This design comes from an exercise in tuning for a short achievable clock period and few clock cycles on the open sky130 flow, not from production work. The RTL was checked by simulation tests, not by an equivalence proof against the original design. Power and IR drop assume default switching activity.

--- design/flow/constraint.sdc ---
create_clock -name core_clock -period 11.0 [get_ports {clk}]
set_input_delay 2.2000 -clock core_clock [delete_from_list [all_inputs] [get_ports {clk}]]
set_output_delay 2.2000 -clock core_clock [all_outputs]
set_load 0.01 [all_outputs]
--- design/flow/flow/run.sh ---
#!/bin/bash
# The standard layout (standard synthesis, clock and constraints), with
# timing repair asked to leave 7.7 ns of setup slack at the design's period,
# and plain buffers (buf_4) rather than delay cells on the ports.
bash standard.sh SETUP_SLACK_MARGIN=7.7 "BUFFER_PORTS_ARGS=-buffer_cell sky130_fd_sc_hd__buf_4" finish > flow.log 2>&1
--- design/flow/design.v ---
module ks_add #(parameter int W = 32) (
    input  [W-1:0] a,
    input  [W-1:0] b,
    input          cin,
    output [W-1:0] s,
    output         cout
);
    localparam int N = W + 1;
    localparam int L = (N > 32) ? 6 : (N > 16) ? 5 : (N > 8) ? 4 : (N > 4) ? 3 : 2;
    logic [(L+1)*N-1:0] g, p;
    assign g[N-1:0] = {a & b, cin};
    assign p[N-1:0] = {a ^ b, 1'b0};
    genvar l, i;
    generate
        for (l = 0; l < L; l++) begin : lv
            for (i = 0; i < N; i++) begin : bt
                if (i >= (1 << l)) begin : pre
                    assign g[(l+1)*N+i] = g[l*N+i] | (p[l*N+i] & g[l*N+i-(1<<l)]);
                    assign p[(l+1)*N+i] = p[l*N+i] & p[l*N+i-(1<<l)];
                end else begin : pass
                    assign g[(l+1)*N+i] = g[l*N+i];
                    assign p[(l+1)*N+i] = p[l*N+i];
                end
            end
        end
    endgenerate
    assign s    = p[N-1:1] ^ g[L*N+N-2:L*N];
    assign cout = g[L*N+N-1];
endmodule
module cpu(
    input clk,
    input rst,
    input [31:0] i_IM_inst,
    input [31:0] i_DM_DI,
    output logic [31:0] o_IM_addr,
    output logic        o_DM_CS,
    output logic [3:0]  o_DM_WEB,
    output logic [31:0] o_DM_addr,
    output logic [31:0] o_DM_DI
);
    localparam BI = 3;
    localparam NB = 1 << BI;
    logic        stall, redirect, m_redir, kill, e_go;
    logic [31:2] redirect_pc, m_jtgt;
    logic [31:2] pc_f, pc_o;
    assign o_IM_addr = {pc_o, 2'b00};
    logic              btb_v   [NB];
    logic [1:0]        btb_ctr [NB];
    logic [31:2+BI]    btb_tag [NB];
    logic [31:2]       btb_tgt [NB];
    logic [NB-1:0] f_sel;
    logic          f_hit, f_pred;
    logic [1:0]    f_ctr;
    logic [31:2]   f_tgt, f_inc, f_next;
    always_comb begin
        f_hit = 1'b0;
        f_ctr = 2'b00;
        f_tgt = '0;
        for (int i = 0; i < NB; i++) begin
            f_sel[i] = btb_v[i] && pc_f[2+BI-1:2] == i[BI-1:0] && btb_tag[i] == pc_f[31:2+BI];
            f_hit    = f_hit | f_sel[i];
            f_ctr    = f_ctr | ({2{f_sel[i]}} & btb_ctr[i]);
            f_tgt    = f_tgt | ({30{f_sel[i]}} & btb_tgt[i]);
        end
    end
    assign f_pred = f_hit && f_ctr[1];
    ks_add #(30) f_add (.a(pc_f), .b(30'd0), .cin(1'b1), .s(f_inc), .cout());
    assign f_next = f_pred ? f_tgt : f_inc;
    logic        i_valid, i_pred, i_hit, i_use_skid;
    logic [1:0]  i_ctr;
    logic [31:2] i_pc, i_ptgt;
    logic [31:0] i_inst, i_skid;
    logic        in_pred, in_hit, is_pred, is_hit;
    logic [1:0]  in_ctr, is_ctr;
    logic [31:2] in_pc, in_ptgt, is_pc, is_ptgt;
    logic        d_valid, d_pred, d_hit;
    logic [1:0]  d_ctr;
    logic [31:2] d_pc, d_ptgt;
    logic [31:0] d_inst;
    logic        e_valid, e_wr, e_is_ld;
    logic [4:0]  e_rd;
    logic        m_wr, m_ld;
    logic [4:0]  m_rd;
    logic        w_wr, x_wr;
    logic [4:0]  w_rd, x_rd;
    logic        d_wr;
    logic [4:0]  d_rd;
    logic [4:0]  i_rs1, i_rs2;
    logic        p_m1, p_w1, p_x1, p_y1, p_m2, p_w2, p_x2, p_y2;
    logic [31:1] i_oh1, i_oh2;
    assign i_rs1 = i_inst[19:15];
    assign i_rs2 = i_inst[24:20];
    assign p_m1 = d_valid && d_wr && d_rd == i_rs1;
    assign p_w1 = !p_m1 && e_valid && e_wr && e_rd == i_rs1;
    assign p_x1 = !p_m1 && !p_w1 && m_wr && m_rd == i_rs1;
    assign p_y1 = !p_m1 && !p_w1 && !p_x1 && w_wr && w_rd == i_rs1;
    assign p_m2 = d_valid && d_wr && d_rd == i_rs2;
    assign p_w2 = !p_m2 && e_valid && e_wr && e_rd == i_rs2;
    assign p_x2 = !p_m2 && !p_w2 && m_wr && m_rd == i_rs2;
    assign p_y2 = !p_m2 && !p_w2 && !p_x2 && w_wr && w_rd == i_rs2;
    always_comb begin
        for (int i = 1; i < 32; i++) begin
            i_oh1[i] = i_rs1 == i[4:0];
            i_oh2[i] = i_rs2 == i[4:0];
        end
    end
    logic        d_sm1, d_sw1, d_sx1, d_sy1, d_sm2, d_sw2, d_sx2, d_sy2;
    logic [31:1] d_oh1, d_oh2;
    always_ff @(posedge clk) begin
        if (rst)           pc_f <= '0;
        else if (m_redir)  pc_f <= m_jtgt;
        else if (redirect) pc_f <= redirect_pc;
        else if (!stall)   pc_f <= f_next;
    end
    always_ff @(posedge clk, posedge rst) begin
        if (rst)           pc_o <= '0;
        else if (m_redir)  pc_o <= m_jtgt;
        else if (redirect) pc_o <= redirect_pc;
        else if (!stall)   pc_o <= f_next;
    end
    always_ff @(posedge clk, posedge rst) begin
        if (rst) begin
            i_valid    <= 1'b0;
            i_use_skid <= 1'b0;
            d_valid    <= 1'b0;
        end else begin
            i_valid    <= !kill && (i_valid || !stall);
            i_use_skid <= stall && !kill;
            d_valid    <= !kill && (stall ? d_valid : i_valid);
        end
    end
    always_ff @(posedge clk) begin
        i_skid  <= i_inst;
        in_pc   <= pc_f;
        in_pred <= f_pred;
        in_ptgt <= f_tgt;
        in_hit  <= f_hit;
        in_ctr  <= f_ctr;
        is_pc   <= i_pc;
        is_pred <= i_pred;
        is_ptgt <= i_ptgt;
        is_hit  <= i_hit;
        is_ctr  <= i_ctr;
        if (!stall) begin
            d_inst <= i_inst;
            d_pc   <= i_pc;
            d_pred <= i_pred;
            d_ptgt <= i_ptgt;
            d_hit  <= i_hit;
            d_ctr  <= i_ctr;
            d_oh1  <= i_oh1;
            d_oh2  <= i_oh2;
            d_sm1  <= p_m1;
            d_sw1  <= p_w1;
            d_sx1  <= p_x1;
            d_sy1  <= p_y1;
            d_sm2  <= p_m2;
            d_sw2  <= p_w2;
            d_sx2  <= p_x2;
            d_sy2  <= p_y2;
        end else begin
            d_sm1  <= 1'b0;
            d_sw1  <= d_sm1;
            d_sx1  <= d_sw1;
            d_sy1  <= d_sx1;
            d_sm2  <= 1'b0;
            d_sw2  <= d_sm2;
            d_sx2  <= d_sw2;
            d_sy2  <= d_sx2;
        end
    end
    assign i_inst = i_use_skid ? i_skid  : i_IM_inst;
    assign i_pc   = i_use_skid ? is_pc   : in_pc;
    assign i_pred = i_use_skid ? is_pred : in_pred;
    assign i_ptgt = i_use_skid ? is_ptgt : in_ptgt;
    assign i_hit  = i_use_skid ? is_hit  : in_hit;
    assign i_ctr  = i_use_skid ? is_ctr  : in_ctr;
    logic [6:0] d_op;
    logic [4:0] d_rs1, d_rs2;
    logic [2:0] d_f3;
    assign d_op  = d_inst[6:0];
    assign d_rd  = d_inst[11:7];
    assign d_f3  = d_inst[14:12];
    assign d_rs1 = d_inst[19:15];
    assign d_rs2 = d_inst[24:20];
    logic d_is_op, d_is_opi, d_is_ld, d_is_st, d_is_br, d_is_jal, d_is_jalr, d_is_lui, d_is_auipc;
    assign d_is_op    = d_op == 7'b0110011;
    assign d_is_opi   = d_op == 7'b0010011;
    assign d_is_ld    = d_op == 7'b0000011;
    assign d_is_st    = d_op == 7'b0100011;
    assign d_is_br    = d_op == 7'b1100011;
    assign d_is_jal   = d_op == 7'b1101111;
    assign d_is_jalr  = d_op == 7'b1100111;
    assign d_is_lui   = d_op == 7'b0110111;
    assign d_is_auipc = d_op == 7'b0010111;
    logic [31:0] d_imm;
    always_comb begin
        if (d_is_st)
            d_imm = {{20{d_inst[31]}}, d_inst[31:25], d_inst[11:7]};
        else if (d_is_br)
            d_imm = {{19{d_inst[31]}}, d_inst[31], d_inst[7], d_inst[30:25], d_inst[11:8], 1'b0};
        else if (d_is_lui || d_is_auipc)
            d_imm = {d_inst[31:12], 12'b0};
        else if (d_is_jal)
            d_imm = {{11{d_inst[31]}}, d_inst[31], d_inst[19:12], d_inst[20], d_inst[30:21], 1'b0};
        else
            d_imm = {{20{d_inst[31]}}, d_inst[31:20]};
    end
    logic d_alu;       
    assign d_alu = d_is_op || d_is_opi;
    logic d_use1, d_use2, d_bimm;
    assign d_wr   = (d_rd != 5'd0) && (d_alu || d_is_ld || d_is_lui || d_is_auipc || d_is_jal || d_is_jalr);
    assign d_use1 = d_alu || d_is_ld || d_is_st || d_is_br || d_is_jalr;
    assign d_use2 = d_is_op || d_is_st || d_is_br;
    assign d_bimm = !(d_is_op || d_is_br);
    logic [31:0] rf [1:31];
    logic [31:1] rf_ok;
    logic [31:0] wb_data, x_res;
    always_ff @(posedge clk) begin
        if (x_wr) rf[x_rd] <= x_res;
    end
    always_ff @(posedge clk, posedge rst) begin
        if (rst)       rf_ok <= '0;
        else if (x_wr) rf_ok[x_rd] <= 1'b1;
    end
    logic [31:0] res, m_res, w_res;
    logic        w_ld;
    assign stall = d_valid && ((d_use1 && ((d_sm1 && e_is_ld) || (d_sw1 && m_ld)))
                            || (d_use2 && ((d_sm2 && e_is_ld) || (d_sw2 && m_ld))));
    logic        d_sr1, d_sr2;
    logic [31:0] d_rf1, d_rf2, d_fw1, d_fw2, d_opb;
    always_comb begin
        d_rf1 = 32'd0;
        d_rf2 = 32'd0;
        for (int i = 1; i < 32; i++) begin
            d_rf1 = d_rf1 | ({32{d_oh1[i] && rf_ok[i]}} & rf[i]);
            d_rf2 = d_rf2 | ({32{d_oh2[i] && rf_ok[i]}} & rf[i]);
        end
    end
    assign d_sr1 = !(d_sm1 || d_sw1 || d_sx1 || d_sy1);
    assign d_sr2 = !(d_sm2 || d_sw2 || d_sx2 || d_sy2);
    assign d_fw1 = ({32{d_sm1}} & res) | ({32{d_sw1}} & m_res) | ({32{d_sx1}} & wb_data)
                 | ({32{d_sy1}} & x_res) | ({32{d_sr1}} & d_rf1);
    assign d_fw2 = ({32{d_sm2}} & res) | ({32{d_sw2}} & m_res) | ({32{d_sx2}} & wb_data)
                 | ({32{d_sy2}} & x_res) | ({32{d_sr2}} & d_rf2);
    assign d_opb = ({32{d_sm2 && !d_bimm}} & res) | ({32{d_sw2 && !d_bimm}} & m_res)
                 | ({32{d_sx2 && !d_bimm}} & wb_data) | ({32{d_sy2 && !d_bimm}} & x_res)
                 | ({32{d_sr2 && !d_bimm}} & d_rf2) | ({32{d_bimm}} & d_imm);
    logic [31:2] e_pc;
    logic [31:0] e_imm, e_a, e_b, e_sd;    
    logic [31:0] e_ca, e_cb;               
    logic [2:0]  e_f3;
    logic        e_is_st, e_is_br, e_is_jal, e_is_jalr;
    logic        e_a_pc, e_sub, e_sra, e_pred, e_hit, e_omis;
    logic        e_req, e_rne, e_rlt, e_rge, e_rltu, e_rgeu, e_rjalr;
    logic [31:2] e_ptgt;
    logic [1:0]  e_ctr;
    logic        e_sel_add, e_sel_slt, e_sel_sltu, e_sel_xor, e_sel_or, e_sel_and, e_sel_sll, e_sel_sr, e_sel_imm, e_sel_link;
    logic [31:0] sum, diff;
    logic        dcout;
    ks_add #(32) e_add (.a(e_a), .b(e_b),  .cin(1'b0), .s(sum),  .cout());
    ks_add #(32) e_sbb (.a(e_a), .b(~e_b), .cin(1'b1), .s(diff), .cout(dcout));
    logic slt, sltu;
    assign sltu = !dcout;
    assign slt  = sltu ^ e_a[31] ^ e_b[31];
    logic eq, lt, ltu, bcout;
    ks_add #(32) e_cmp (.a(e_ca), .b(~e_cb), .cin(1'b1), .s(), .cout(bcout));
    assign eq  = e_ca == e_cb;
    assign ltu = !bcout;
    assign lt  = ltu ^ e_ca[31] ^ e_cb[31];
    logic [31:0] sll_r, sr_r;
    assign sll_r = e_a << e_b[4:0];
    assign sr_r  = 32'($signed({e_sra & e_a[31], e_a}) >>> e_b[4:0]);
    logic [31:2] e_pc4, e_tgt;
    ks_add #(30) e_inc (.a(e_pc), .b(30'd0), .cin(1'b1), .s(e_pc4), .cout());
    ks_add #(30) e_tad (.a(e_pc), .b(e_imm[31:2]), .cin(1'b0), .s(e_tgt), .cout());
    assign res = ({32{e_sel_add }} & sum)
               | ({32{e_sub     }} & diff)
               | ({32{e_a_pc    }} & {e_tgt, 2'b00})
               | ({32{e_sel_slt }} & {31'd0, slt})
               | ({32{e_sel_sltu}} & {31'd0, sltu})
               | ({32{e_sel_xor }} & (e_a ^ e_b))
               | ({32{e_sel_or  }} & (e_a | e_b))
               | ({32{e_sel_and }} & (e_a & e_b))
               | ({32{e_sel_sll }} & sll_r)
               | ({32{e_sel_sr  }} & sr_r)
               | ({32{e_sel_imm }} & e_b)
               | ({32{e_sel_link}} & {e_pc4, 2'b00});
    logic cond, taken;
    assign cond  = e_f3[2] ? (e_f3[1] ? ltu : lt) : eq;
    assign taken = e_is_jal || (e_is_br && (cond ^ e_f3[0]));
    logic        m_jchk;
    logic [31:2] m_ptgt;
    assign m_redir = m_jchk && m_jtgt != m_ptgt;
    assign e_go    = e_valid && !m_redir;
    assign kill    = redirect || m_redir;
    assign redirect    = e_go && ((e_req && eq) || (e_rne && !eq) || (e_rlt && lt) || (e_rge && !lt)
                                  || (e_rltu && ltu) || (e_rgeu && !ltu) || (e_rjalr && !e_pred) || e_omis);
    assign redirect_pc = e_is_jalr ? sum[31:2] : e_pred ? e_pc4 : e_tgt;
    always_ff @(posedge clk, posedge rst) begin
        if (rst) m_jchk <= 1'b0;
        else     m_jchk <= e_go && e_is_jalr && e_pred;
    end
    always_ff @(posedge clk) begin
        m_jtgt <= sum[31:2];
        m_ptgt <= e_ptgt;
    end
    always_ff @(posedge clk, posedge rst) begin
        if (rst) e_valid <= 1'b0;
        else     e_valid <= d_valid && !stall && !kill;
    end
    always_ff @(posedge clk) begin
        e_pc       <= d_pc;
        e_imm      <= d_imm;
        e_a        <= d_fw1;
        e_b        <= d_opb;
        e_sd       <= d_fw2;
        e_ca       <= d_is_br ? d_fw1 : 32'd0;
        e_cb       <= d_is_br ? d_fw2 : 32'd0;
        e_rd       <= d_rd;
        e_f3       <= d_f3;
        e_wr       <= d_wr;
        e_is_ld    <= d_is_ld;
        e_is_st    <= d_is_st;
        e_is_br    <= d_is_br;
        e_is_jal   <= d_is_jal;
        e_is_jalr  <= d_is_jalr;
        e_a_pc     <= d_is_auipc;
        e_sub      <= d_is_op && d_f3 == 3'b000 && d_inst[30];
        e_sra      <= d_inst[30];
        e_pred     <= d_pred;
        e_ptgt     <= d_ptgt;
        e_omis     <= !d_is_br && !d_is_jalr && (d_is_jal ? !d_pred : d_pred);
        e_rjalr    <= d_is_jalr;
        e_req      <= d_is_br && d_f3[2:1] == 2'b00 && (d_f3[0] == d_pred);
        e_rne      <= d_is_br && d_f3[2:1] == 2'b00 && (d_f3[0] != d_pred);
        e_rlt      <= d_is_br && d_f3[2:1] == 2'b10 && (d_f3[0] == d_pred);
        e_rge      <= d_is_br && d_f3[2:1] == 2'b10 && (d_f3[0] != d_pred);
        e_rltu     <= d_is_br && d_f3[2:1] == 2'b11 && (d_f3[0] == d_pred);
        e_rgeu     <= d_is_br && d_f3[2:1] == 2'b11 && (d_f3[0] != d_pred);
        e_hit      <= d_hit;
        e_ctr      <= d_ctr;
        e_sel_add  <= (d_is_opi && d_f3 == 3'b000) || (d_is_op && d_f3 == 3'b000 && !d_inst[30])
                      || d_is_ld || d_is_st;
        e_sel_slt  <= d_alu && d_f3 == 3'b010;
        e_sel_sltu <= d_alu && d_f3 == 3'b011;
        e_sel_xor  <= d_alu && d_f3 == 3'b100;
        e_sel_or   <= d_alu && d_f3 == 3'b110;
        e_sel_and  <= d_alu && d_f3 == 3'b111;
        e_sel_sll  <= d_alu && d_f3 == 3'b001;
        e_sel_sr   <= d_alu && d_f3 == 3'b101;
        e_sel_imm  <= d_is_lui;
        e_sel_link <= d_is_jal || d_is_jalr;
    end
    logic          u_go, u_hit, u_taken, u_jalr;
    logic [1:0]    u_ctr;
    logic [31:2]   u_pc, u_tgt;
    logic [BI-1:0] u_idx;
    assign u_idx = u_pc[2+BI-1:2];
    always_ff @(posedge clk, posedge rst) begin
        if (rst) u_go <= 1'b0;
        else     u_go <= e_go && (e_is_br || e_is_jal || e_is_jalr);
    end
    always_ff @(posedge clk) begin
        u_hit   <= e_hit;
        u_taken <= taken || e_is_jalr;
        u_jalr  <= e_is_jalr;
        u_ctr   <= e_ctr;
        u_pc    <= e_pc;
        u_tgt   <= e_is_jalr ? sum[31:2] : e_tgt;
    end
    always_ff @(posedge clk, posedge rst) begin
        if (rst) begin
            for (int i = 0; i < NB; i++) begin
                btb_v[i]   <= 1'b0;
                btb_ctr[i] <= 2'b00;
            end
        end else if (u_go) begin
            if (u_hit) begin
                if (u_taken && u_ctr != 2'b11)       btb_ctr[u_idx] <= u_ctr + 2'd1;
                else if (!u_taken && u_ctr != 2'b00) btb_ctr[u_idx] <= u_ctr - 2'd1;
            end else if (u_taken) begin
                btb_v[u_idx]   <= 1'b1;
                btb_ctr[u_idx] <= 2'b10;
            end
        end
    end
    always_ff @(posedge clk) begin
        if (u_go && ((!u_hit && u_taken) || u_jalr)) begin
            btb_tag[u_idx] <= u_pc[31:2+BI];
            btb_tgt[u_idx] <= u_tgt;
        end
    end
    logic [2:0]  m_f3;
    logic [3:0]  e_web;
    logic [31:0] e_sdata;
    always_comb begin
        case (e_f3[1:0])
            2'b00:   e_web = ~(4'b0001 << sum[1:0]);
            2'b01:   e_web = sum[1] ? 4'b0011 : 4'b1100;
            default: e_web = 4'b0000;
        endcase
        case (e_f3[1:0])
            2'b00:   e_sdata = {4{e_sd[7:0]}};
            2'b01:   e_sdata = {2{e_sd[15:0]}};
            default: e_sdata = e_sd;
        endcase
    end
    always_ff @(posedge clk, posedge rst) begin
        if (rst) begin
            m_wr    <= 1'b0;
            o_DM_CS <= 1'b0;
        end else begin
            m_wr    <= e_go && e_wr;
            o_DM_CS <= e_go && (e_is_ld || e_is_st);
        end
    end
    always_ff @(posedge clk) begin
        o_DM_WEB  <= (e_go && e_is_st) ? e_web : 4'hf;
        m_ld      <= e_is_ld;
        m_rd      <= e_rd;
        m_res     <= res;
        m_f3      <= e_f3;
        o_DM_DI   <= e_sdata;
        o_DM_addr <= sum;
    end
    logic [2:0] w_f3;
    always_ff @(posedge clk, posedge rst) begin
        if (rst) begin
            w_wr <= 1'b0;
            x_wr <= 1'b0;
        end else begin
            w_wr <= m_wr;
            x_wr <= w_wr;
        end
    end
    always_ff @(posedge clk) begin
        w_ld  <= m_ld;
        w_rd  <= m_rd;
        w_res <= m_res;
        w_f3  <= m_f3;
        x_rd  <= w_rd;
        x_res <= wb_data;
    end
    logic [31:0] ld_sh, ld_val;
    assign ld_sh = i_DM_DI >> {w_res[1:0], 3'b000};
    always_comb begin
        case (w_f3)
            3'b000:  ld_val = {{24{ld_sh[7]}}, ld_sh[7:0]};
            3'b001:  ld_val = {{16{ld_sh[15]}}, ld_sh[15:0]};
            3'b100:  ld_val = {24'd0, ld_sh[7:0]};
            3'b101:  ld_val = {16'd0, ld_sh[15:0]};
            default: ld_val = i_DM_DI;
        endcase
    end
    assign wb_data = w_ld ? ld_val : w_res;
endmodule
--- design/flow/config.mk ---
export PLATFORM = sky130hd
export DESIGN_NAME = cpu
export DESIGN_NICKNAME = cpu
export VERILOG_FILES = /design/flow/design.v
export SDC_FILE = /design/flow/constraint.sdc
export NUM_CORES = 4
export LEC_CHECK = 0
export ABC_CLOCK_PERIOD_IN_PS = 2000
export CAP_MARGIN = 20
export CELL_PAD_IN_SITES_GLOBAL_PLACEMENT = 2
export CORE_MARGIN = 2
export CORE_UTILIZATION = 30
export PLACE_DENSITY = 0.5
export SLEW_MARGIN = 20
--- design/flow/standard.sh ---
#!/bin/bash
# synth_recipe.tcl (not shown) runs the flow's synth.tcl, then flattens the netlist and writes it again
# the make line also repeats each setting of config.mk as NAME=value (left out here)
make -C /OpenROAD-flow-scripts/flow DESIGN_CONFIG=/design/flow/config.mk WORK_HOME=/design/flow/orfs CLKGATE_MAP_FILE= SYNTH_SCRIPT=/design/flow/synth_recipe.tcl "${@:-finish}"
==> out/metrics.cfg, run 1 <==
[placed_design]
dp_slack_ps=5420
dpl.hpwl_mm=375
placedCellCount=12600
dpl_cell_area_mm2=0.112
gp_congestion=0.891
port_buffers=164

[sta]
finalSetupViolations=0
maxSlewViolCount=0
finalSetupTns_ps=0
finalCritPeriodShare=0.344
slew_headroom=0.192
fmax_mhz=264
fin_worst_skew_ps=63.9
fin_hold_ws_ps=325
worst_pin_slew_ps=1210
fin_crit_ps=3780
finalHoldViolCount=0
setup_ws_ps=7220
grt_setup_unrepaired=true

[route]
viasPerCell=6.05
routed_wl_mm=600
wl_per_cell_um=43.4
drc=0
first_iter_violations=12100
ant_nets=0
first_pass_iters=10
vias=83700

[synthesis]
synth.avg_cell_area_um2=12.8
syn_area_mm2=0.104
yosysWarningCount=3
ys_async_sr_fraction=0.0385
synth.yosys.seq_area_share=0.633
ys_types=95
synth_ff_type=edfxtp_1
synth_edf_count=1606
syn_inst=8119
synth-seq-cells=2469

[power_and_ir_drop]
ir_worst_vdd_mv=0.132
power_mw=21.5
cellPowerDensity_mw_per_mm2=157
leakagePower_nw=49.5

[finish]
utilization=0.395
stdcell_count=13800
syn_to_final_growth_pct=31.1
nNetsFinal=9242
stdcell_area_mm2=0.137
drive_gt1_frac=0.315

[clocking]
cts.clk_slew.worst_paths_ps=60
cts.path.max_buffers=4
insertion_delay_ps=930
root_buffer=clkbuf_16
htree_levels=5
cts_buffers=296
cts_tree=yes
cts_sinks=2469

[die]
fp.dieH_um=593
initial_utilization=0.301
row_count=216
ioPinCount=167
core_mm2=0.346
die_x_um=593
dieArea_mm2=0.352

[setup_path]
critical_path_required_ps=8800
crit_fanout=1
slowest_stage=dfrtp_2
worstPathArrival_ps=1580
worstSetupStartpointType=flop
critical_path_class=reg -> out
crit_buf_inv=1
endpoint_kind=output port
path_cells=buf_6
worst_path_largest_cell_delay_ps=490
path_delay_family=flip-flops

[grt]
grt_max_degree=72
grt_pass1_wl_mm=777
grt_usage=0.330
grt_pass1_vias=79700
grt_antenna_before_repair=35
gr-total-overflow=0

[flow_run]
maxCapViolations=0

[hold_path]
hold_path_class=reg -> reg

[outcome]
status=complete, no violations

==> synthesized netlist by cell type, drive strengths merged (15+ instances only) <==
master	count	area share
edfxtp	1606	0.46
dfxtp	768	0.15
nor2	480	0.017
nand2	441	0.016
a221oi	423	0.036
clkbuf	409	0.015
a22o	394	0.033
a22oi	343	0.025
o21ai	295	0.014
xnor2	277	0.023
a21oi	265	0.013
inv	219	0.0079
nand4	198	0.012
ha	177	0.021
nand3	169	0.0081
mux2	159	0.017
xor2	147	0.012
buf	139	0.0063
and2	128	0.0077
dfrtp	95	0.023
nor3	91	0.0045
a222oi	75	0.0072
a21o	68	0.0049
mux2i	68	0.0065
mux4	64	0.014
o211ai	55	0.0040
o21bai	54	0.0039
nor4	51	0.0033
a221o	39	0.0037
and3	33	0.0020
nor2b	33	0.0020
a211oi	30	0.0022
a31oi	29	0.0018
nand2b	24	0.0014
o21a	24	0.0017
or3	18	0.0011
o221ai	16	0.0013
or4	16	0.0012
a211o	15	0.0013
==> what timing repair did <==
| action | 4_1_cts | 5_1_grt |
|---|---|---|
| buffers inserted | 407 | 207 |
| hold buffers | 0 | 0 |
| gates resized for setup | 1458 | 493 |
| gates cloned | 31 | 8 |
| pin swaps | 295 | 256 |
| endpoints found under the setup margin | 971 | 411 |
==> registers in the layout, indices dropped and copies added, names as in the netlist, 31 cells and up <==
name / flops
btb_tag: 216
btb_tgt: 240
d_inst: 32
d_oh1: 31
d_oh2: 31
e_a: 32
e_b: 32
e_ca: 32
e_cb: 32
e_sd: 32
i_skid: 32
m_res: 32
o_DM_DI: 32
rf: 992
rf_ok: 31
w_res: 32
x_res: 32
==> cells in the final DEF, fill, tap and decap left out, types with 48 or more instances in the layout <==
cell and count:
buf_4 695, a221oi_1 383, a21oi_1 132, a21o_1 65
buf_12 104, xnor2_1 241, a21oi_4 51, o211ai_1 55
edfxtp_1 1606, and2_1 60, mux2_2 135, dfrtp_1 69
mux4_2 64, nand2_1 396, nor2_1 383, a21oi_2 82
a22o_1 392, clkbuf_1 71, a22oi_1 338, nand4_1 198
o21ai_1 56, ha_4 51, dfxtp_2 101, clkbuf_16 320
xor2_1 119, ha_1 109, buf_6 226, dfxtp_1 592
nor2_4 57, o21bai_1 48, dfxtp_4 75, inv_1 178
o21ai_0 173, nand3_1 138, a222oi_1 75, nor3_1 63
==> cells by family (layout without fill, tap and decap cells) <==
| group | count (synthesis) | after routing | share of synthesized area |
|---|---|---|---|
| xor+xnor | 424 | 424 | 0.0356 |
| compound gates | 2249 | 2249 | 0.163 |
| simple gates | 1735 | 1736 | 0.0802 |
| mux | 291 | 291 | 0.0375 |
| other cells | 1 | 26 | 0.0000360 |
| buf+inv | 771 | 1880 | 0.0291 |
| fa+ha+maj | 179 | 179 | 0.0216 |
| flops | 2469 | 2469 | 0.633 |
==> cell type report <==
cell class | instances | area, µm²
diodes | 24 | 60.1
clock buffers | 417 | 8550
fillers | 32800 | 209000
flip-flops and latches | 2469 | 66400
inverters | 223 | 963
multi-input cells | 4881 | 41700
well taps | 4578 | 5730
repair inverters | 6 | 73.8
clock inverters | 114 | 1050
repair buffers | 1120 | 12100
==> per-layer routing <==
| metal | share of wire | global-route usage | vias up |
|---|---|---|---|
| met4 | 0.067 | 0.174 | 10 |
| met1 | 0.40 | 0.427 | 43700 |
| met5 | 0.000097 | 0 | - |
| met2 | 0.45 | 0.526 | 5245 |
| li1 | - | - | 33400 |
| met3 | 0.082 | 0.0606 | 1414 |
==> report_power, final <==
part	switching (mW)	total, mW	internal, mW
registers	0.216	10.2	9.97
logic	0.892	1.45	0.559
clock network	4.12	9.88	5.75
total	5.23	21.5	16.3
==> final timing paths <==
path,start,endpoint,slack [ps],depth (start not counted)
hold reg to reg,e_hit,u_hit,320,0
hold / removal,e_hit,u_hit,320,0
min in group asynchronous,rst,btb_ctr[3][1],1730,2
max in group asynchronous,rst,rf_ok[13],8310,4
setup / recovery,o_DM_CS,o_DM_CS,7220,1
setup reg to reg,e_b[0],e_b[20],7260,12
Testbench counts, summed over its fixed seeds: cycles 327,403.
==> inputs of run 2 (changes only) <==
==> design/flow/flow/run.sh (replaced) <==
#!/bin/bash
# The standard layout (standard synthesis, clock and constraints), with
# timing repair asked to leave 8.0 ns of setup slack at the design's period,
# and plain buffers (buf_4) rather than delay cells on the ports.
bash standard.sh SETUP_SLACK_MARGIN=8.0 "BUFFER_PORTS_ARGS=-buffer_cell sky130_fd_sc_hd__buf_4" finish > flow.log 2>&1
--- a/design/flow/config.mk
+++ b/design/flow/config.mk
@@ -5,7 +5,7 @@
 export SDC_FILE = /design/flow/constraint.sdc
 export NUM_CORES = 4
 export LEC_CHECK = 0
-export ABC_CLOCK_PERIOD_IN_PS = 2000
+export ABC_CLOCK_PERIOD_IN_PS = 3000
 export CAP_MARGIN = 20
 export CELL_PAD_IN_SITES_GLOBAL_PLACEMENT = 2
 export CORE_MARGIN = 2
==> out/metrics.cfg, run 2 <==
[synthesis]
synthMostInstantiatedCell=edfxtp_1  ; unchanged
syn_area_mm2=0.104  ; unchanged
ys_async_sr_fraction=0.0385  ; unchanged
synth-seq-cells=2469  ; unchanged
ys_types=95  ; unchanged
synth_area_leader_cell=edfxtp_1  ; unchanged
synth.avg_cell_area_um2=12.8  ; unchanged
synth_ff_type=edfxtp_1  ; unchanged
synth.yosys.seq_area_share=0.633  ; unchanged
post-synth-top-area-fraction=0.463  ; unchanged
yosysWarningCount=3  ; unchanged
syn_inst=8119  ; unchanged
synth_edf_count=1606  ; unchanged
ys_top_cells_by_area=edfxtp_1 46%, dfxtp_1 15%, a221oi_1 3.6%  ; unchanged
ys_top_cells_by_count=1606 x edfxtp_1, 768 x dfxtp_1, 480 x nor2_1  ; unchanged

[grt]
grt_antenna_before_repair=60  ; was 35
grt_usage=0.331  ; was 0.330
grt_pass1_vias=80800  ; was 79700
gr-total-overflow=0  ; unchanged
grt_max_degree=69  ; was 72
grt_pass1_wl_mm=780  ; was 777 mm

[outcome]
status=complete, no violations  ; unchanged

[finish]
drive_gt1_frac=0.333  ; was 0.315
final_common_cell=edfxtp_1  ; unchanged
syn_to_final_growth_pct=33.2  ; was 31.1%
nNetsFinal=9360  ; was 9242
largest_reg_flops=992  ; unchanged
top_register=rf  ; unchanged
top_regs=rf: 992 flops, btb_tgt: 240 flops, btb_tag: 216 flops  ; unchanged
final_cell_mix=1606 x edfxtp_1, 676 x buf_4, 603 x dfxtp_1, 392 x a22o_1, 379 x a221oi_1  ; was 1606 x edfxtp_1, 695 x buf_4, 592 x dfxtp_1, 396 x nand2_1, 392 x a22o_1
stdcell_count=14000  ; was 13800

[sta]
finalSetupTns_ps=0  ; unchanged
fin_worst_skew_ps=62.3  ; was 63.9 ps
fmax_mhz=258  ; was 264 MHz
grt_setup_unrepaired=true  ; unchanged
worst_pin_slew_ps=1180  ; was 1210 ps
finalCritPeriodShare=0.353  ; was 0.344
finalSetupViolations=0  ; unchanged
maxSlewViolCount=0  ; unchanged
slew_headroom=0.211  ; was 0.192
finalHoldViolCount=0  ; unchanged
fin_crit_ps=3880  ; was 3780 ps

[placed_design]
port_buffers=164  ; unchanged
dpl.hpwl_mm=369  ; was 375 mm
placedCellCount=12600  ; about the same
gp_congestion=0.878  ; was 0.891

[setup_path]
r2r_start=e_b[0]  ; unchanged
critical_path_required_ps=11790  ; was 8800 ps
endpoint_kind=flop  ; was output port
crit_fanout=4  ; was 1
worstPathArrival_ps=4670  ; was 1580 ps
critical_path_class=reg -> reg  ; was reg -> out
worstSetupStartpointType=flop  ; unchanged
cp-startpoint=e_b[0]  ; was o_DM_CS

[clocking]
cts_sinks=2469  ; unchanged
insertion_delay_ps=960  ; was 930 ps
cts.clk_slew.worst_paths_ps=60  ; about the same
cts_buffers=292  ; was 296
cts.path.max_buffers=4  ; unchanged
htree_levels=5  ; unchanged
root_buffer=clkbuf_16  ; unchanged
cts-hold-fix-buffers=0  ; unchanged
cts_tree=yes  ; unchanged

[die]
initial_utilization=0.301  ; unchanged
ioPinCount=167  ; unchanged
dieArea_mm2=0.352  ; unchanged
fp.dieH_um=593  ; unchanged
die_x_um=593  ; unchanged
core_mm2=0.346  ; unchanged
row_count=216  ; unchanged

[route]
first_iter_violations=12400  ; was 12100
vias=84800  ; was 83700
viasPerCell=6.07  ; was 6.05
ant_nets=0  ; unchanged
routed_wl_mm=600  ; about the same
wl_per_cell_um=43.0  ; was 43.4 µm
first_pass_iters=9  ; was 10
drc=0  ; unchanged

[power_and_ir_drop]
cellPowerDensity_mw_per_mm2=156  ; was 157 mW/mm²
ir_worst_vdd_mv=0.123  ; was 0.132 mV
leakagePower_nw=50.4  ; was 49.5 nW

[hold_path]
hold_path_class=reg -> reg  ; unchanged
min_from=e_ptgt[24]  ; was e_hit

[flow_run]
maxCapViolations=0  ; unchanged

-- run 2: cell types whose count changed in the layout (fill, tap and decap cells not counted), sizes merged, moves of 4 or more --
cell / change
diode: +18
inv: +13
bufbuf: +4
bufinv: +10
clkbuf: -37
clkinvlp: +5
clkinv: +18
buf: +109
-- run 2: report_power, final --
part	internal [mW]	switching [mW]	total [mW]
registers	9.96	0.220	10.2
logic	0.588	0.915	1.50
clock network	5.81	4.16	9.97
-- run 2: logic make-up after synthesis --
kind of cell | after synthesis | share of synthesized area
flops | 2469 | 0.633
compound gates | 2249 | 0.163
simple gates | 1735 | 0.0802
buf+inv | 771 | 0.0291
xor+xnor | 424 | 0.0356
mux | 291 | 0.0375
fa+ha+maj | 179 | 0.0216
other cells | 1 | 0.0000360
-- run 2: repair_timing --
action | 4_1_cts | 5_1_grt
pin swaps | 367 | 243
setup buffers | 596 | 146
endpoints found under the setup margin | 1531 | 646
cloned | 49 | 6
gates resized for setup | 1749 | 407
-- run 2: final timing paths --
kind / cells past startpoint / slack, ps / end
max in group asynchronous: 4 / 8160 / rf_ok[1]
worst max-delay path: 16 / 7120 / e_b[20]
worst max register to register: 16 / 7120 / e_b[20]
worst min-delay path: 0 / 320 / m_ptgt[24]
min in group asynchronous: 2 / 1580 / pc_o[8]
worst min register to register: 0 / 320 / m_ptgt[24]
-- run 2: metrics by stage --
step                area (µm²)  setup slack, ps  hold WS [ps]  total power, mW   util
global placement        112000             5510           311             11.4  0.325
detailed placement      112000             5570           312             11.4  0.325
finish                  139000             7120           324             21.7  0.401
global route            139000             7040           315             22.2  0.401
floorplan               105000             6640           310             10.8      -
CTS                     136000             7070           322             21.7  0.392
-- run 2: layout make-up --
class                      instances  area (µm²)
tap                             4578        5730
timing repair inverter            18         241
clock inverter                   148        1530
antenna                           42         105
clock buffer                     385        8140
timing repair buffer            1228       13500
fill                           32700      207000
inverter                         223        1010
multi-input combinational       4883       42200
sequential                      2469       66400
-- run 2: metal layers --
metal  part of all wire  global-route usage  routed length (µm)  up-vias
met1               0.40               0.428              239000    44300
met3              0.080              0.0577               48000     1396
met4              0.065               0.178               38800        6
met5           0.000063            0.000271                  38        -
met2               0.46               0.528              274000     5421
li1                   -                   -                   -    33700
-- run 2: critical path: stages (launching register included) --
cell      delay, ps
dfxtp_4         360
buf_16          140
ha_4            160
fa_2            430
a211oi_4        240
o211ai_1        100
buf_4           170
a21oi_4         200
o211ai_1        110
buf_4           180
a21o_1          200
mux2i_1         130
nand2_1          70
nand3_1          90
a221o_2         440
a221o_1         420
mux2_4          290
==> inputs of run 3 (changes only) <==
--- a/design/flow/design.v
+++ b/design/flow/design.v
@@ -46,24 +46,30 @@
     assign o_IM_addr = {pc_o, 2'b00};
     logic              btb_v   [NB];
     logic [1:0]        btb_ctr [NB];
+    logic              btb_pt  [NB];       
+    logic [3:0]        btb_cur [NB];       
+    logic [3:0]        btb_trip[NB];       
+    logic              btb_conf[NB];       
     logic [31:2+BI]    btb_tag [NB];
     logic [31:2]       btb_tgt [NB];
     logic [NB-1:0] f_sel;
-    logic          f_hit, f_pred;
+    logic          f_hit, f_pred, f_pt;
     logic [1:0]    f_ctr;
     logic [31:2]   f_tgt, f_inc, f_next;
     always_comb begin
         f_hit = 1'b0;
         f_ctr = 2'b00;
+        f_pt  = 1'b0;
         f_tgt = '0;
         for (int i = 0; i < NB; i++) begin
             f_sel[i] = btb_v[i] && pc_f[2+BI-1:2] == i[BI-1:0] && btb_tag[i] == pc_f[31:2+BI];
             f_hit    = f_hit | f_sel[i];
             f_ctr    = f_ctr | ({2{f_sel[i]}} & btb_ctr[i]);
+            f_pt     = f_pt | (f_sel[i] && btb_pt[i]);
             f_tgt    = f_tgt | ({30{f_sel[i]}} & btb_tgt[i]);
         end
     end
-    assign f_pred = f_hit && f_ctr[1];
+    assign f_pred = f_pt;
     ks_add #(30) f_add (.a(pc_f), .b(30'd0), .cin(1'b1), .s(f_inc), .cout());
     assign f_next = f_pred ? f_tgt : f_inc;
     logic        i_valid, i_pred, i_hit, i_use_skid;
@@ -369,19 +375,51 @@
         u_pc    <= e_pc;
         u_tgt   <= e_is_jalr ? sum[31:2] : e_tgt;
     end
+    logic [1:0] u_ctr_n;
+    logic [3:0] u_cur, u_trip, u_cur_n, u_trip_n;
+    logic       u_conf, u_conf_n;
+    always_comb begin
+        u_cur  = btb_cur[u_idx];
+        u_trip = btb_trip[u_idx];
+        u_conf = btb_conf[u_idx];
+        if (u_taken)
+            u_ctr_n = (u_ctr == 2'b11) ? 2'b11 : u_ctr + 2'd1;
+        else
+            u_ctr_n = (u_ctr == 2'b00) ? 2'b00 : u_ctr - 2'd1;
+        if (u_taken) begin
+            u_cur_n  = (u_cur == 4'd15) ? 4'd15 : u_cur + 4'd1;
+            u_trip_n = u_trip;
+            u_conf_n = u_conf;
+        end else begin
+            u_cur_n  = 4'd0;
+            u_trip_n = u_cur;
+            u_conf_n = u_cur == u_trip && u_cur != 4'd15;
+        end
+    end
     always_ff @(posedge clk, posedge rst) begin
         if (rst) begin
             for (int i = 0; i < NB; i++) begin
-                btb_v[i]   <= 1'b0;
-                btb_ctr[i] <= 2'b00;
+                btb_v[i]    <= 1'b0;
+                btb_ctr[i]  <= 2'b00;
+                btb_pt[i]   <= 1'b0;
+                btb_cur[i]  <= 4'd0;
+                btb_trip[i] <= 4'd0;
+                btb_conf[i] <= 1'b0;
             end
         end else if (u_go) begin
             if (u_hit) begin
-                if (u_taken && u_ctr != 2'b11)       btb_ctr[u_idx] <= u_ctr + 2'd1;
-                else if (!u_taken && u_ctr != 2'b00) btb_ctr[u_idx] <= u_ctr - 2'd1;
+                btb_ctr[u_idx]  <= u_ctr_n;
+                btb_cur[u_idx]  <= u_cur_n;
+                btb_trip[u_idx] <= u_trip_n;
+                btb_conf[u_idx] <= u_conf_n;
+                btb_pt[u_idx]   <= u_ctr_n[1] && !(u_conf_n && u_cur_n == u_trip_n);
             end else if (u_taken) begin
-                btb_v[u_idx]   <= 1'b1;
-                btb_ctr[u_idx] <= 2'b10;
+                btb_v[u_idx]    <= 1'b1;
+                btb_ctr[u_idx]  <= 2'b10;
+                btb_cur[u_idx]  <= 4'd1;
+                btb_trip[u_idx] <= 4'd0;
+                btb_conf[u_idx] <= 1'b0;
+                btb_pt[u_idx]   <= 1'b1;
             end
         end
     end
==> design/flow/flow/run.sh (replaced) <==
#!/bin/bash
# The standard layout (standard synthesis, clock and constraints), with
# timing repair asked to leave 7.7 ns of setup slack at the design's period,
# and plain buffers (buf_4) rather than delay cells on the ports.
bash standard.sh SETUP_SLACK_MARGIN=7.7 "BUFFER_PORTS_ARGS=-buffer_cell sky130_fd_sc_hd__buf_4" finish > flow.log 2>&1
==> out/metrics.cfg, run 3 <==
[route]
first_pass_iters=8  ; was 9
vias=93300  ; was 84800
first_iter_violations=13900  ; was 12400
wl_per_cell_um=42.8  ; was 43.0 µm
drc=0  ; unchanged
viasPerCell=6.14  ; was 6.07
routed_wl_mm=649  ; was 600 mm
ant_nets=0  ; unchanged

[clocking]
htree_levels=5  ; unchanged
root_buffer=clkbuf_16  ; unchanged
cts_buffers=305  ; was 292
cts.clk_slew.worst_paths_ps=60  ; about the same
cts_sinks=2549  ; was 2469
cts_tree=yes  ; unchanged
insertion_delay_ps=960  ; about the same
cts.path.max_buffers=4  ; unchanged

[setup_path]
crit_fanout=3  ; was 4
r2r_start=rf_ok[29]  ; was e_b[0]
worstSetupStartpointType=input pin  ; was flop
critical_path_required_ps=11780  ; was 11790 ps
worstPathArrival_ps=4680  ; was 4670 ps
cp-startpoint=i_DM_DI[31]  ; was e_b[0]
critical_path_class=in -> reg  ; was reg -> reg
endpoint_kind=flop  ; unchanged

[sta]
fmax_mhz=256  ; was 258 MHz
finalSetupViolations=0  ; unchanged
worst_pin_slew_ps=1250  ; was 1180 ps
slew_headroom=0.169  ; was 0.211
fin_worst_skew_ps=82.3  ; was 62.3 ps
maxSlewViolCount=0  ; unchanged
finalSetupTns_ps=0  ; unchanged
finalCritPeriodShare=0.355  ; was 0.353
finalHoldViolCount=0  ; unchanged
grt_setup_unrepaired=true  ; unchanged
fin_crit_ps=3900  ; was 3880 ps

[power_and_ir_drop]
p_int_mw=16.8  ; was 16.4 mW
power_mw=22.6  ; was 21.7 mW
ir_worst_vdd_mv=0.108  ; was 0.123 mV
p_comb_frac=0.082  ; was 0.069
swShare=0.256  ; was 0.245
switching_power_mw=5.78  ; was 5.30 mW
clkPwrFrac=0.451  ; was 0.460
pwr-share-seq=0.467  ; was 0.470
cellPowerDensity_mw_per_mm2=154  ; was 156 mW/mm²
leakagePower_nw=52.6  ; was 50.4 nW

[synthesis]
synthMostInstantiatedCell=edfxtp_1  ; unchanged
ys_async_sr_fraction=0.0687  ; was 0.0385
synth.yosys.seq_area_share=0.611  ; was 0.633
ys_top_cells_by_area=edfxtp_1 43%, dfxtp_1 14%, dfrtp_1 3.9%  ; was edfxtp_1 46%, dfxtp_1 15%, a221oi_1 3.6%
synth_ff_type=edfxtp_1  ; unchanged
yosysWarningCount=7  ; was 3
synth.avg_cell_area_um2=12.4  ; was 12.8 µm²
synth-seq-cells=2549  ; was 2469
synth_edf_count=1606  ; unchanged
syn_inst=8998  ; was 8119
synth_area_leader_cell=edfxtp_1  ; unchanged
post-synth-top-area-fraction=0.434  ; was 0.463
ys_top_cells_by_count=1606 x edfxtp_1, 768 x dfxtp_1, 577 x nand2_1  ; was 1606 x edfxtp_1, 768 x dfxtp_1, 480 x nor2_1
ys_types=110  ; was 95
syn_area_mm2=0.111  ; was 0.104 mm²

[die]
initial_utilization=0.301  ; about the same
core_mm2=0.369  ; was 0.346 mm²
die_x_um=613  ; was 593 µm
fp.dieH_um=613  ; was 593 µm
dieArea_mm2=0.376  ; was 0.352 mm²
row_count=223  ; was 216
ioPinCount=167  ; unchanged

[placed_design]
gp_congestion=0.902  ; was 0.878
dpl_cell_area_mm2=0.120  ; was 0.112 mm²
port_buffers=164  ; unchanged
dpl.hpwl_mm=415  ; was 369 mm

[grt]
grt_max_degree=67  ; was 69
grtUsageMet2=0.495  ; was 0.528
grtUsageMet1=0.465  ; was 0.428
grt_antenna_before_repair=62  ; was 60
use_met3=0.0735  ; was 0.0577
grt_pass1_wl_mm=848  ; was 780 mm
grt_pass1_vias=88600  ; was 80800
grt_usage=0.334  ; was 0.331
gr-total-overflow=0  ; unchanged
grt-busiest-layer=met2  ; unchanged

[finish]
syn_to_final_growth_pct=31.8  ; was 33.2%
nFillCells=35000  ; was 32700
top_regs=rf: 992 flops, btb_tgt: 240 flops, btb_tag: 216 flops  ; unchanged
register_area_mm2=0.0684  ; was 0.0664 mm²
final_cell_mix=1606 x edfxtp_1, 740 x buf_4, 591 x dfxtp_1, 500 x nand2_1, 420 x a22o_1  ; was 1606 x edfxtp_1, 676 x buf_4, 603 x dfxtp_1, 392 x a22o_1, 379 x a221oi_1
nNetsFinal=10200  ; was 9360
largest_reg_flops=992  ; unchanged
top_register=rf  ; unchanged
drive_gt1_frac=0.316  ; was 0.333
multi_input_area_mm2=0.0473  ; was 0.0422 mm²
stdcell_area_mm2=0.147  ; was 0.139 mm²
final_common_cell=edfxtp_1  ; unchanged

[outcome]
status=complete, no violations  ; unchanged

[flow_run]
maxCapViolations=0  ; unchanged

[hold_path]
hold_path_class=reg -> reg  ; unchanged
min_from=d_pc[25]  ; was e_ptgt[24]

==> run 3: changes by cell type after synthesis, moves of 44 or more <==
cell / change
nand4_1: +89
inv_1: +53
nand3_1: +61
o21ai_0: +109
dfrtp_1: +80
nand2_1: +136
nor3_1: +44
==> run 3: timing repair <==
action,CTS,global route
cloned,32,5
endpoints found under the setup margin,1100,399
resized for setup,1666,537
hold buffers,0,0
pin swaps,316,277
setup buffers,505,187
==> run 3: worst paths after layout <==
check                           endpoint  slack [ps]  cells after the start
worst max-delay path             e_b[14]        7100                     10
worst min-delay path            e_pc[25]         270                      0
max in group asynchronous       rf_ok[4]        7950                      4
worst max register to register   e_b[14]        7200                     10
worst min register to register  e_pc[25]         270                      0
min in group asynchronous       pc_o[26]        1450                      2
==> run 3: power by group through the flow <==
stage / combinational, mW / clock [mW] / sequential, mW
after detailed placement: 1.26 / 0 / 10.8
after CTS: 1.67 / 10.3 / 10.5
final: 1.85 / 10.2 / 10.6
after global routing: 1.92 / 10.7 / 10.6
after global placement: 1.26 / 0 / 10.8
after floorplan: 0.644 / 0 / 10.6
==> run 3: critical path, cell delays in order <==
cell	delay, ps
buf_6	90
mux4_2	500
a31o_4	250
a21oi_4	140
a21oi_4	90
mux2_4	330
a221oi_4	370
nor4bb_4	280
a22oi_2	110
mux2_4	310
==> run 3: cell families (layout without fill, tap and decap cells) <==
| group | count (synthesis) | count (layout) | synth area share |
|---|---|---|---|
| multiplexers | 321 | 321 | 0.0397 |
| flip-flops | 2549 | 2549 | 0.611 |
| adder cells (fa/ha/maj) | 182 | 182 | 0.0206 |
| AO/OA/AOI/OAI | 2481 | 2481 | 0.168 |
| XOR/XNOR | 404 | 404 | 0.0318 |
| AND/OR/NAND/NOR | 2176 | 2177 | 0.0970 |
| buffers and inverters | 884 | 2084 | 0.0313 |
| other | 1 | 33 | 0.0000337 |
==> run 3: metal layers <==
metal	up-vias	wire length, µm
met5	-	339
met4	34	35600
met3	1254	61700
met2	5885	277000
met1	49000	275000
li1	37100	-
==> run 3: metrics by stage <==
step | utilization | std cells | worst slack [ps] | hold WS (ps)
floorplan | - | 8999 | 6690 | 310
global placement | 0.325 | 13900 | 5390 | 312
detailed placement | 0.325 | 13900 | 5440 | 312
CTS | 0.386 | 15000 | 7120 | 269
global route | 0.397 | 15200 | 7060 | 296
finish | 0.397 | 15200 | 7100 | 272
==> run 3: area by class of cell <==
| cell class | count | area share |
|---|---|---|
| Timing Repair inverter | 1 | 0.0000598 |
| Inverter | 274 | 0.00790 |
| Multi-Input combinational cell | 5567 | 0.323 |
| Clock inverter | 146 | 0.00971 |
| Antenna cell | 31 | 0.000529 |
| Timing Repair Buffer | 1252 | 0.0926 |
| Clock buffer | 411 | 0.0573 |
| Tap cell | 4950 | 0.0423 |
| Sequential cell | 2549 | 0.467 |
Testbench counts of run 3, summed over its fixed seeds: cycles 323,908.
==> inputs of run 4 (changes only) <==
--- a/design/flow/design.v
+++ b/design/flow/design.v
@@ -230,7 +230,6 @@
         else if (x_wr) rf_ok[x_rd] <= 1'b1;
     end
     logic [31:0] res, m_res, w_res;
-    logic        w_ld;
     assign stall = d_valid && ((d_use1 && ((d_sm1 && e_is_ld) || (d_sw1 && m_ld)))
                             || (d_use2 && ((d_sm2 && e_is_ld) || (d_sw2 && m_ld))));
     logic        d_sr1, d_sr2;
@@ -462,7 +461,32 @@
         o_DM_DI   <= e_sdata;
         o_DM_addr <= sum;
     end
-    logic [2:0] w_f3;
+    logic       m_isb, m_ish, m_isw, m_sx;
+    logic [1:0] m_a;
+    logic [3:0] w_b0, w_sg;
+    logic [1:0] w_b1;
+    logic       w_b1sg, w_hw, w_hsg, w_nl;
+    assign m_isb = m_f3[1:0] == 2'b00;
+    assign m_ish = m_f3[1:0] == 2'b01;
+    assign m_isw = !m_isb && !m_ish;
+    assign m_sx  = !m_f3[2];
+    assign m_a   = m_res[1:0];
+    always_ff @(posedge clk) begin
+        w_nl    <= !m_ld;
+        w_b0[0] <= m_ld && (m_isw || (m_isb && m_a == 2'd0) || (m_ish && !m_a[1]));
+        w_b0[1] <= m_ld && m_isb && m_a == 2'd1;
+        w_b0[2] <= m_ld && ((m_isb && m_a == 2'd2) || (m_ish && m_a[1]));
+        w_b0[3] <= m_ld && m_isb && m_a == 2'd3;
+        w_b1[0] <= m_ld && (m_isw || (m_ish && !m_a[1]));
+        w_b1[1] <= m_ld && m_ish && m_a[1];
+        w_b1sg  <= m_ld && m_isb && m_sx;
+        w_hw    <= m_ld && m_isw;
+        w_hsg   <= m_ld && !m_isw && m_sx;
+        w_sg[0] <= m_isb && m_a == 2'd0;
+        w_sg[1] <= (m_isb && m_a == 2'd1) || (m_ish && !m_a[1]);
+        w_sg[2] <= m_isb && m_a == 2'd2;
+        w_sg[3] <= (m_isb && m_a == 2'd3) || (m_ish && m_a[1]);
+    end
     always_ff @(posedge clk, posedge rst) begin
         if (rst) begin
             w_wr <= 1'b0;
@@ -473,23 +497,18 @@
         end
     end
     always_ff @(posedge clk) begin
-        w_ld  <= m_ld;
         w_rd  <= m_rd;
         w_res <= m_res;
-        w_f3  <= m_f3;
         x_rd  <= w_rd;
         x_res <= wb_data;
     end
-    logic [31:0] ld_sh, ld_val;
-    assign ld_sh = i_DM_DI >> {w_res[1:0], 3'b000};
-    always_comb begin
-        case (w_f3)
-            3'b000:  ld_val = {{24{ld_sh[7]}}, ld_sh[7:0]};
-            3'b001:  ld_val = {{16{ld_sh[15]}}, ld_sh[15:0]};
-            3'b100:  ld_val = {24'd0, ld_sh[7:0]};
-            3'b101:  ld_val = {16'd0, ld_sh[15:0]};
-            default: ld_val = i_DM_DI;
-        endcase
-    end
-    assign wb_data = w_ld ? ld_val : w_res;
+    logic       sg;
+    assign sg = (w_sg[0] & i_DM_DI[7]) | (w_sg[1] & i_DM_DI[15]) | (w_sg[2] & i_DM_DI[23]) | (w_sg[3] & i_DM_DI[31]);
+    assign wb_data[7:0]   = ({8{w_b0[0]}} & i_DM_DI[7:0]) | ({8{w_b0[1]}} & i_DM_DI[15:8])
+                          | ({8{w_b0[2]}} & i_DM_DI[23:16]) | ({8{w_b0[3]}} & i_DM_DI[31:24])
+                          | ({8{w_nl}} & w_res[7:0]);
+    assign wb_data[15:8]  = ({8{w_b1[0]}} & i_DM_DI[15:8]) | ({8{w_b1[1]}} & i_DM_DI[31:24])
+                          | ({8{w_b1sg && sg}}) | ({8{w_nl}} & w_res[15:8]);
+    assign wb_data[31:16] = ({16{w_hw}} & i_DM_DI[31:16]) | ({16{w_hsg && sg}})
+                          | ({16{w_nl}} & w_res[31:16]);
 endmodule
==> out/metrics.cfg, run 4 <==
[route]
ant_nets=0  ; unchanged
first_iter_violations=13300  ; was 13900
first_pass_iters=10  ; was 8
vias=84300  ; was 93300
drc=0  ; unchanged
routed_wl_mm=579  ; was 649 mm
wl_per_cell_um=41.3  ; was 42.8 µm
viasPerCell=6.01  ; was 6.14

[die]
dieArea_mm2=0.363  ; was 0.376 mm²
core_mm2=0.356  ; was 0.369 mm²
fp.dieH_um=603  ; was 613 µm
initial_utilization=0.302  ; was 0.301
ioPinCount=167  ; unchanged
row_count=219  ; was 223
die_x_um=603  ; was 613 µm

[hold_path]
min_from=d_pc[6]  ; was d_pc[25]
hold_path_class=reg -> reg  ; unchanged
hold_end=e_pc[6]  ; was e_pc[25]
hold_path_depth=0  ; unchanged

[grt]
grtUsageMet1=0.433  ; was 0.465
gr-total-overflow=0  ; unchanged
grt_pass1_vias=80400  ; was 88600
grtUsageMet2=0.460  ; was 0.495
grt_pass1_wl_mm=760  ; was 848 mm
grt_antenna_before_repair=51  ; was 62
grt_usage=0.308  ; was 0.334
grt-busiest-layer=met2  ; unchanged
grt_max_degree=113  ; was 67
use_met3=0.0658  ; was 0.0735

[sta]
finalHoldViolCount=0  ; unchanged
fin_worst_skew_ps=77.0  ; was 82.3 ps
worst_pin_slew_ps=1240  ; was 1250 ps
finalSetupViolations=0  ; unchanged
grt_setup_unrepaired=true  ; unchanged
maxSlewViolCount=0  ; unchanged
fin_crit_ps=3830  ; was 3900 ps
slew_headroom=0.176  ; was 0.169
finalCritPeriodShare=0.348  ; was 0.355
fmax_mhz=261  ; was 256 MHz
finalSetupTns_ps=0  ; unchanged

[synthesis]
ys_top_cells_by_area=edfxtp_1 45%, dfxtp_1 14%, dfrtp_1 4.1%  ; was edfxtp_1 43%, dfxtp_1 14%, dfrtp_1 3.9%
post-synth-top-area-fraction=0.448  ; was 0.434
ys_async_sr_fraction=0.0684  ; was 0.0687
syn_inst=8347  ; was 8998
synth-seq-cells=2559  ; was 2549
ys_top_cells_by_count=1606 x edfxtp_1, 778 x dfxtp_1, 526 x nand2_1  ; was 1606 x edfxtp_1, 768 x dfxtp_1, 577 x nand2_1
synth_area_leader_cell=edfxtp_1  ; unchanged
synth.avg_cell_area_um2=12.9  ; was 12.4 µm²
synth_ff_type=edfxtp_1  ; unchanged
synthMostInstantiatedCell=edfxtp_1  ; unchanged
synth.yosys.seq_area_share=0.634  ; was 0.611
ys_types=102  ; was 110
yosysWarningCount=7  ; unchanged
syn_area_mm2=0.108  ; was 0.111 mm²
synth_edf_count=1606  ; unchanged

[power_and_ir_drop]
cellPowerDensity_mw_per_mm2=164  ; was 154 mW/mm²
ir_worst_vdd_mv=0.112  ; was 0.108 mV
leakagePower_nw=50.0  ; was 52.6 nW
power_mw=22.3  ; was 22.6 mW

[setup_path]
r2r_start=e_b[1]  ; was rf_ok[29]
crit_fanout=5  ; was 3
critical_path_required_ps=11760  ; was 11780 ps
reg2reg_to=e_b[27]  ; was e_b[14]
critical_path_class=reg -> reg  ; was in -> reg
endpoint_kind=flop  ; unchanged
reg2reg_slack_ps=7170  ; was 7200 ps
r2r_cells=15  ; was 10
worstSetupStartpointType=flop  ; was input pin
worstPathArrival_ps=4590  ; was 4680 ps

[finish]
nNetsFinal=9243  ; was 10200
syn_to_final_growth_pct=26.5  ; was 31.8%
top_register=rf  ; unchanged
final_cell_mix=1606 x edfxtp_1, 635 x dfxtp_1, 582 x buf_4, 459 x a221oi_1, 448 x nand2_1  ; was 1606 x edfxtp_1, 740 x buf_4, 591 x dfxtp_1, 500 x nand2_1, 420 x a22o_1
largest_reg_flops=992  ; unchanged
drive_gt1_frac=0.276  ; was 0.316
top_regs=rf: 992 flops, btb_tgt: 240 flops, btb_tag: 216 flops  ; unchanged
final_common_cell=edfxtp_1  ; unchanged
nFillCells=34000  ; was 35000

[clocking]
root_buffer=clkbuf_16  ; unchanged
htree_levels=5  ; unchanged
cts-hold-fix-buffers=0  ; unchanged
cts_buffers=306  ; was 305
cts_tree=yes  ; unchanged
cts.path.max_buffers=4  ; unchanged
insertion_delay_ps=950  ; was 960 ps
cts_sinks=2559  ; was 2549
cts.clk_slew.worst_paths_ps=70  ; was 60 ps

[placed_design]
gp_congestion=0.883  ; was 0.902
dpl.hpwl_mm=363  ; was 415 mm
port_buffers=164  ; unchanged

[outcome]
status=complete, no violations  ; unchanged

[flow_run]
maxCapViolations=0  ; unchanged

run 4: changes by cell type after synthesis, sizes merged, moves of 69 or more:
cell / delta
inv: -69
a22oi: -146
a222oi: +78
buf: -73
nand3: -87
nand4: -76
run 4: how the worst max path moves through the flow:
stage | startpoint | end | slack [ps] | cells after the start
after floorplan | rst | pc_f[31] | 5060 | 4
after global placement | e_cb[9] | pc_f[24] | 5340 | 16
after detailed placement | d_inst[3] | pc_f[24] | 5370 | 12
after CTS | m_jtgt[13] | o_DM_addr[13] | 7160 | 1
after global routing | e_b[1] | e_b[27] | 7120 | 15
final | e_b[1] | e_b[27] | 7170 | 15
run 4: kinds of logic after synthesis:
family	count (synthesis)	synth area share
adders and majority gates	181	0.0212
DFF	2559	0.634
muxes	318	0.0378
buffers and inverters	784	0.0282
other	1	0.0000349
and+or+nand+nor	1776	0.0788
xor gates and xnor gates	431	0.0351
AOI/OAI and AO/OA	2297	0.165
run 4: per-layer routing:
layer | up-vias | wire length, µm
li1 | 33900 | -
met1 | 44100 | 251000
met2 | 5173 | 249000
met3 | 1066 | 52200
met4 | 4 | 26300
met5 | - | 25
run 4: repair_timing:
item / 4_1_cts / 5_1_grt
setup buffers: 315 / 133
gates cloned: 24 / 4
gates resized for setup: 1159 / 336
pin swaps: 231 / 175
endpoints found under the setup margin: 1145 / 592
run 4: worst max-delay path, stage by stage, from the launching register on:
cell and delay, ps:
dfxtp_4 360, buf_12 150, clkinv_16 70, ha_4 270, o21ba_4 220, o2111ai_4 250
a211oi_4 140, or3_4 430, a21oi_4 250, a41oi_4 190, buf_6 170, a221o_1 330
a211oi_4 250, buf_12 170, o221ai_4 110, mux2_4 290
run 4: report_power, final:
| group | switching, mW | internal, mW | leakage, nW | total [mW] |
|---|---|---|---|---|
| sequential | 0.194 | 10.3 | 25.0 | 10.5 |
| clock | 4.33 | 6.11 | 4.97 | 10.4 |
| combinational | 0.862 | 0.489 | 20.1 | 1.35 |
| total | 5.39 | 16.9 | 50.0 | 22.3 |
run 4: area by class of cell:
class                           instances  area (µm²)  share of cell area
Inverter                              209         947             0.00696
Antenna cell                           15        37.5            0.000276
Clock buffer                          419        8610              0.0633
Multi-Input combinational cell       5009       41500               0.305
Sequential cell                      2559       68500               0.504
Tap cell                             4751        5940              0.0437
Timing Repair Buffer                  902        8790              0.0646
Clock inverter                        143        1550              0.0114
Timing Repair inverter                 10         163             0.00120
run 4: stage by stage:
stage          utilization  hold WS, ps  area (µm²)  worst slack (ps)  instances
2_1_floorplan            -          310      108000              5060       8348
3_3_place_gp         0.323          312      115000              5340      13000
3_5_place_dp         0.324          314      115000              5370      13000
4_1_cts              0.374          301      133000              7160      13900
5_1_grt              0.382          308      136000              7120      14000
6_report             0.382          307      136000              7170      14000
Testbench counts of run 4, summed over its fixed seeds: cycles 323,908.
==> inputs of run 5 (changes only) <==
--- a/design/flow/design.v
+++ b/design/flow/design.v
@@ -307,8 +307,10 @@
         else     m_jchk <= e_go && e_is_jalr && e_pred;
     end
     always_ff @(posedge clk) begin
-        m_jtgt <= sum[31:2];
-        m_ptgt <= e_ptgt;
+        if (e_is_jalr) begin
+            m_jtgt <= sum[31:2];
+            m_ptgt <= e_ptgt;
+        end
     end
     always_ff @(posedge clk, posedge rst) begin
         if (rst) e_valid <= 1'b0;
==> out/metrics.cfg, run 5 <==
[finish]
final_common_cell=edfxtp_1  ; unchanged
top_regs=rf: 992 flops, btb_tgt: 240 flops, btb_tag: 216 flops  ; unchanged
nNetsFinal=9386  ; was 9243
syn_to_final_growth_pct=27.8  ; was 26.5%
drive_gt1_frac=0.298  ; was 0.276
utilization=0.386  ; was 0.382
largest_reg_flops=992  ; unchanged

[clocking]
cts_sinks=2589  ; was 2559
cts.clk_slew.worst_paths_ps=60  ; was 70 ps
cts_tree=yes  ; unchanged
root_buffer=clkbuf_16  ; unchanged
cts_buffers=306  ; unchanged
htree_levels=5  ; unchanged
insertion_delay_ps=960  ; was 950 ps

[route]
wl_per_cell_um=41.8  ; was 41.3 µm
first_pass_iters=9  ; was 10
drc=0  ; unchanged
ant_nets=0  ; unchanged
routed_wl_mm=594  ; was 579 mm
vias=85900  ; was 84300

[power_and_ir_drop]
power_mw=22.4  ; was 22.3 mW
ir_worst_vdd_mv=0.106  ; was 0.112 mV
cellPowerDensity_mw_per_mm2=160  ; was 164 mW/mm²
leakagePower_nw=50.9  ; was 50.0 nW

[sta]
finalHoldViolCount=0  ; unchanged
maxSlewViolCount=0  ; unchanged
fin_crit_ps=3760  ; was 3830 ps
finalSetupTns_ps=0  ; unchanged
fin_hold_ws_ps=313  ; was 307 ps
fin_worst_skew_ps=86.4  ; was 77.0 ps
slew_headroom=0.188  ; was 0.176
finalCritPeriodShare=0.342  ; was 0.348
finalSetupViolations=0  ; unchanged

[outcome]
status=complete, no violations  ; unchanged

[setup_path]
critical_path_class=reg -> out  ; was reg -> reg
slowest_stage=dfrtp_2  ; was or3_4
critical_path_required_ps=8800  ; was 11760 ps
worstSetupStartpointType=flop  ; unchanged
endpoint_kind=output port  ; was flop
crit_buf_inv=1  ; was 4
crit_fanout=2  ; was 5
worst_path_largest_cell_delay_ps=490  ; was 430 ps
path_cells=buf_6  ; was buf_12 -> clkinv_16 -> ha_4 -> o21ba_4 -> o2111ai_4 -> a211oi_4 -> or3_4 -> a21oi_4 -> a41oi_4 -> buf_6 -> a221o_1 -> a211oi_4 -> buf_12 -> o221ai_4 -> mux2_4

[synthesis]
ys_top_cells_by_area=edfxtp_1 46%, dfxtp_1 14%, dfrtp_1 4.0%  ; was edfxtp_1 45%, dfxtp_1 14%, dfrtp_1 4.1%
synth-seq-cells=2589  ; was 2559
post-synth-top-area-fraction=0.457  ; was 0.448
synth.yosys.seq_area_share=0.633  ; was 0.634
synth_area_leader_cell=edfxtp_1  ; unchanged
yosysWarningCount=7  ; unchanged
syn_area_mm2=0.110  ; was 0.108 mm²
ys_types=105  ; was 102
syn_inst=8430  ; was 8347
synth_ff_type=edfxtp_1  ; unchanged
synthMostInstantiatedCell=edfxtp_1  ; unchanged
synth_edf_count=1666  ; was 1606
ys_top_cells_by_count=1666 x edfxtp_1, 748 x dfxtp_1, 522 x nand2_1  ; was 1606 x edfxtp_1, 778 x dfxtp_1, 526 x nand2_1

[placed_design]
gp_congestion=0.917  ; was 0.883
dpl.hpwl_mm=383  ; was 363 mm
dpl_cell_area_mm2=0.118  ; was 0.115 mm²

[flow_run]
maxCapViolations=0  ; unchanged

[die]
dieArea_mm2=0.370  ; was 0.363 mm²
initial_utilization=0.302  ; about the same
ioPinCount=167  ; unchanged
die_x_um=608  ; was 603 µm
row_count=221  ; was 219
fp.dieH_um=608  ; was 603 µm

[grt]
grt_max_degree=81  ; was 113
grt_pass1_vias=83200  ; was 80400
grt_antenna_before_repair=32  ; was 51
gr-total-overflow=0  ; unchanged

[hold_path]
hold_path_class=reg -> reg  ; unchanged

-- run 5: changes by cell type after synthesis, sizes merged, moves of 19 or more --
cell / change
a22oi: +22
and3: +20
buf: +45
dfxtp: -30
xnor2: +42
edfxtp: +60
nor2: -33
xor2: -41
mux2: -26
mux2i: -19
mux4: +21
clkbuf: -22
-- run 5: worst paths after layout --
check                                end  slack [ps]  startpoint  cells past startpoint
hold / removal                  e_pc[30]         310    d_pc[30]                      0
hold reg to reg                 e_pc[30]         310    d_pc[30]                      0
setup reg to reg                e_cb[15]        7420      e_b[0]                     14
max in group asynchronous      btb_pt[3]        7910         rst                      4
setup / recovery           o_IM_addr[12]        7240    pc_o[12]                      1
min in group asynchronous       pc_o[19]        1680         rst                      2
-- run 5: routing by layer --
metal / GRT usage / vias up / wire, µm / share of wire
li1: - / 34500 / - / -
met1: 0.415 / 45000 / 246000 / 0.41
met2: 0.482 / 5095 / 264000 / 0.45
met3: 0.0552 / 1268 / 48300 / 0.081
met4: 0.156 / 6 / 35200 / 0.059
met5: 0 / - / 37 / 0.000062
-- run 5: kinds of logic (layout without fill, tap and decap cells) --
logic type	count (synthesis)	count (layout)	synth area share
other	1	25	0.0000342
muxes	294	294	0.0370
and+or+nand+nor	1784	1786	0.0788
xor gates and xnor gates	432	432	0.0345
AOI/OAI and AO/OA	2333	2333	0.165
buffers and inverters	816	1775	0.0302
adders and majority gates	181	181	0.0208
DFF	2589	2589	0.633
-- run 5: final cells by class --
class                           count  area [µm²]
Inverter                          218         953
Antenna cell                       23        57.6
Timing Repair inverter              3        31.3
Sequential cell                  2589       69700
Clock buffer                      405        8430
Fill cell                       34500      223000
Multi-Input combinational cell   5028       43200
Clock inverter                    155        1710
Tap cell                         4794        6000
Timing Repair Buffer              994       10000
-- run 5: what timing repair did --
item                                    in CTS  in global routing
pin swaps                                  221                254
resized for setup                         1268                445
cloned                                      26                  2
hold buffers                                 0                  0
endpoints found under the setup margin    1263                472
setup buffers                              338                140
-- run 5: power breakdown --
| group | total (mW) | switching [mW] | internal (mW) |
|---|---|---|---|
| combinational | 1.44 | 0.879 | 0.564 |
| clock | 10.4 | 4.41 | 5.99 |
| sequential | 10.6 | 0.177 | 10.4 |
-- run 5: per-stage QoR --
step / setup WS [ps] / std cells
after CTS: 7180 / 14000
after floorplan: 6890 / 8431
after global routing: 7210 / 14200
after detailed placement: 5790 / 13100
final: 7240 / 14200
after global placement: 5470 / 13100
Testbench counts of run 5, summed over its fixed seeds: cycles 323,908.
